This is an optimization exercise on Yosys and OpenROAD, whose aim is small area, not a production implementation.
RTL that was checked went through simulation tests only; none was proved equivalent to the original.
The flow treats the clock pin as an ideal source. Dropping or thinning the clock tree relies on that and would not hold on a real chip.
Power is estimated from default activity; no workload was simulated.

==> flow/design.v (excerpt) <==
module mac_row (
    clk, reset, execute, load, a_select,
    nzero_weights_flat, w_indexes_flat,
    in_activation_flat, in_psum_flat, act_index_flat,
    final_psum_flat, load_out
);
clock: 8.0 ns
lec_check: 0
cap_margin: 20
core_margin: 2
core_utilization: 70
slew_margin: 20
synth_hierarchical: 1
standard.sh (not shown) runs the stock make flow with config.mk's settings and CLKGATE_MAP_FILE= SYNTH_SCRIPT=/design/flow/synth_recipe.tcl, a recipe that flattens the netlist after the stock synthesis.
==> flow/flow/run.sh <==
#!/bin/bash
# Layout flow: the standard ORFS flow (standard.sh) with two changes:
#  - port buffers use the smallest buffer cell (buffer_ports -buffer_cell)
#  - the clock tree is built by flow/cts_tree.tcl instead of TritonCTS
set -euo pipefail
cd "$(dirname "$0")/.."
export BUFFER_PORTS_ARGS="-buffer_cell sky130_fd_sc_hd__buf_1"
export PRE_CTS_TCL="$PWD/flow/cts_tree.tcl"
export CLK_LEAVES=${CLK_LEAVES:-7}
export CLK_BUF=${CLK_BUF:-sky130_fd_sc_hd__clkbuf_8}
export CLK_ROOT_BUF=${CLK_ROOT_BUF:-sky130_fd_sc_hd__clkbuf_4}
bash standard.sh > standard.log 2>&1
Other scripts of this flow, unchanged in this note and not shown: flow/flow/cts_tree.tcl
Rerun with:
--- a/flow/design.v
+++ b/flow/design.v
@@ -138,37 +138,37 @@
     always @(posedge clk) begin
         execute_q <= execute;
         load_q <= load;
         if (reset) a1 <= 4'd0;
         else if (execute) a1 <= act;
         w1_0 <= sw0;
         w1_1 <= sw1;
         c1_0 <= sc0;
         c1_1 <= sc1;
-        a2 <= reset ? 4'd0 : a1;
+        a2 <= (execute & ~reset) ? a1 : 4'd0;
         w2_0 <= ws;
         w2_1 <= w1_1 & {4{~eq1}};
         c2_0 <= c1_0;
         c2_1 <= c1_1;
     end
     assign load_out = load_q;
     wire [8:0] p0;
     wire [7:0] p1;
     mac_mul45 m0 (.a(a2), .b(w2_0), .p(p0));
     mac_mul4 m1 (.a(a2), .b(w2_1), .p(p1));
     wire [8:0] q0 = p0;
     wire eq = 1'b0;
     genvar j;
     wire ld = execute_q & load_q;
     wire ldv = ld & ~reset;           
     wire adv = ~ld & ~reset;          
-    wire e0 = execute_q;
-    wire e1 = execute_q & ~eq;
+    wire e0 = 1'b1;
+    wire e1 = ~eq;
     wire g0_0 = e0 & (c2_0 == 2'd0);
     wire g1_0 = e1 & (c2_1 == 2'd0);
     wire [8:0] ad0;
     generate
         for (j = 0; j < 8; j = j + 1) begin : AD0
             mac_sel u (.ld(g0_0), .ad(g1_0), .d(q0[j]), .s(p1[j]), .q(ad0[j]));
         end
     endgenerate
     assign ad0[8] = g0_0 & q0[8];
=> Cell area barely changes; register-to-register slack is about the same; routed wire length drops by 3.7%; setup slack improves by 7.2 ps; clock skew hardly moves; sequential power stays flat; global-route usage decreases by 1.3 points; via count fell by about 1.6%; area after synthesis is about the same.
In every run of this note, the design's own scripts or RTL, not TritonCTS, make the clock network.


mac_row, a different RTL version from the one above (not shown whole).
Size in the first run: roughly 490 cells after synthesis, roughly 6000 um2 of cells after synthesis.
## mac_row
module mac_row (
    clk, reset, execute, load, a_select,
    nzero_weights_flat, w_indexes_flat,
    in_activation_flat, in_psum_flat, act_index_flat,
    final_psum_flat, load_out
);
export LEC_CHECK = 0
export CAP_MARGIN = 20
export CORE_MARGIN = 2
export CORE_UTILIZATION = 70
export SLEW_MARGIN = 20
export SYNTH_HIERARCHICAL = 1
create_clock -name core_clock -period 8.0 [get_ports {clk}]
Scripts as last shown in full above: flow/flow/run.sh
Other scripts of this flow, unchanged in this note and not shown: flow/flow/cts_tree.tcl
Edit:
--- a/flow/design.v
+++ b/flow/design.v
@@ -39,16 +39,68 @@
     wire k2, k3, k4, k5, k6;
     assign p[0] = pp0[0];
     mac_ha r1 (.a(pp0[1]), .b(pp1[0]), .s(p[1]), .co(k2));
     mac_ha r2 (.a(s2b), .b(k2), .s(p[2]), .co(k3));
     mac_fa r3 (.a(s3b), .b(c2b), .c(k3), .s(p[3]), .co(k4));
     mac_fa r4 (.a(s4b), .b(c3b), .c(k4), .s(p[4]), .co(k5));
     mac_fa r5 (.a(s5b), .b(c4b), .c(k5), .s(p[5]), .co(k6));
     mac_fa r6 (.a(pp3[3]), .b(c5b), .c(k6), .s(p[6]), .co(p[7]));
+endmodule
+module mac_x3 (a, t);
+    input [3:0] a;
+    output [5:0] t;
+    wire k2, k3, k4;
+    assign t[0] = a[0];
+    mac_ha h1 (.a(a[1]), .b(a[0]), .s(t[1]), .co(k2));
+    mac_fa f2 (.a(a[2]), .b(a[1]), .c(k2), .s(t[2]), .co(k3));
+    mac_fa f3 (.a(a[3]), .b(a[2]), .c(k3), .s(t[3]), .co(k4));
+    mac_ha h4 (.a(a[3]), .b(k4), .s(t[4]), .co(t[5]));
+endmodule
+module mac_dig (a, t, d, y);
+    input [3:0] a;
+    input [5:0] t;
+    input [1:0] d;
+    output [5:0] y;
+    wire one, two, thr;
+    mac_dsel s (.d(d), .one(one), .two(two), .thr(thr));
+    assign y[0] = d[0] & a[0];
+    mac_ao3 b1 (.a(one), .b(a[1]), .c(two), .d(a[0]), .e(thr), .f(t[1]), .y(y[1]));
+    mac_ao3 b2 (.a(one), .b(a[2]), .c(two), .d(a[1]), .e(thr), .f(t[2]), .y(y[2]));
+    mac_ao3 b3 (.a(one), .b(a[3]), .c(two), .d(a[2]), .e(thr), .f(t[3]), .y(y[3]));
+    assign y[4] = (two & a[3]) | (thr & t[4]);
+    assign y[5] = thr & t[5];
+endmodule
+module mac_dsel (d, one, two, thr);
+    input [1:0] d;
+    output one, two, thr;
+    assign one = d[0] & ~d[1];
+    assign two = d[1] & ~d[0];
+    assign thr = d[1] & d[0];
+endmodule
+module mac_ao3 (a, b, c, d, e, f, y);
+    input a, b, c, d, e, f;
+    output y;
+    assign y = (a & b) | (c & d) | (e & f);
+endmodule
+module mac_mul4r (a, t, b, p);
+    input [3:0] a, b;
+    input [5:0] t;
+    output [7:0] p;
+    wire [5:0] d0, d1;
+    mac_dig g0 (.a(a), .t(t), .d(b[1:0]), .y(d0));
+    mac_dig g1 (.a(a), .t(t), .d(b[3:2]), .y(d1));
+    wire k3, k4, k5, k6, k7;
+    assign p[1:0] = d0[1:0];
+    mac_ha r2 (.a(d0[2]), .b(d1[0]), .s(p[2]), .co(k3));
+    mac_fa r3 (.a(d0[3]), .b(d1[1]), .c(k3), .s(p[3]), .co(k4));
+    mac_fa r4 (.a(d0[4]), .b(d1[2]), .c(k4), .s(p[4]), .co(k5));
+    mac_fa r5 (.a(d0[5]), .b(d1[3]), .c(k5), .s(p[5]), .co(k6));
+    mac_ha r6 (.a(d1[4]), .b(k6), .s(p[6]), .co(k7));
+    assign p[7] = d1[5] ^ k7;
 endmodule
 module mac_row (
     clk, reset, execute, load, a_select,
     nzero_weights_flat, w_indexes_flat,
     in_activation_flat, in_psum_flat, act_index_flat,
     final_psum_flat, load_out
 );
     input clk, reset, execute, load, a_select;
@@ -92,18 +144,20 @@
         a2 <= reset ? 4'd0 : a1;
         w2_0 <= w1_0;
         w2_1 <= w1_1;
         c2_0 <= c1_0;
         c2_1 <= c1_1;
     end
     assign load_out = load_q;
     wire [7:0] p0, p1;
-    mac_mul4 m0 (.a(a2), .b(w2_0), .p(p0));
-    mac_mul4 m1 (.a(a2), .b(w2_1), .p(p1));
+    wire [5:0] a2x3;
+    mac_x3 x3 (.a(a2), .t(a2x3));
+    mac_mul4r m0 (.a(a2), .t(a2x3), .b(w2_0), .p(p0));
+    mac_mul4r m1 (.a(a2), .t(a2x3), .b(w2_1), .p(p1));
     wire eq = (c2_0 == c2_1);
     wire [7:0] p1e = p1 & {8{eq}};
     wire [8:0] q0;
     wire [8:0] qk;
     assign q0[0] = p0[0] ^ p1e[0];
     assign qk[1] = p0[0] & p1e[0];
     genvar j;
     generate
What happened:
- die area fell by 0.68%
- design area hardly moves
- critical path depth rose by 3
- synthesized area fell by 0.71%
- register-to-register slack is worse by 910 ps
- core utilization fell by 0.15 points
- final cell count rose by 0.98%
- worst setup slack is worse by 910 ps
Only the layout flow was run in the second run of this note; the RTL was not checked for function there. In every run of this note, the design's own scripts or RTL, not TritonCTS, make the clock network.

-- afterwards: timing with drivers on the ports --
The flow's constraints put no driver on any port. The routed layouts listed below were extracted and timed again, unchanged, in two steps.
Step 1 assumes that a clkbuf_16 drives the clock port and a buf_2 every other input.
Step 2 adds t to the input delays and takes it off the output delays; t is the mean of the earliest and latest rising clock arrival at the registers after step 1. Input paths then give back, and output paths get back, about the clock's delay inside the block.
Three values: no drivers, after step 1, after step 2; two values: the first two.
run | t (ns) | setup slack, ns | clock arrival spread, ns | worst slew at a driven data input, ns | cell pins on the clock port's net
the first run of note 1 | 0.504 | 1.061 / 1.061 / 1.061 | 0.016 / 0.015 | 0.06 | 1
the second run of note 1 | 0.494 | 1.069 / 1.069 / 1.069 | 0.013 / 0.013 | 0.05 | 1
the first run of note 2 | 0.494 | 1.105 / 1.105 / 1.105 | 0.015 / 0.016 | 0.05 | 1
the second run of note 2 | 0.498 | 0.196 / 0.196 / 0.196 | 0.012 / 0.011 | 0.06 | 1
After both steps every run listed still meets setup and hold.
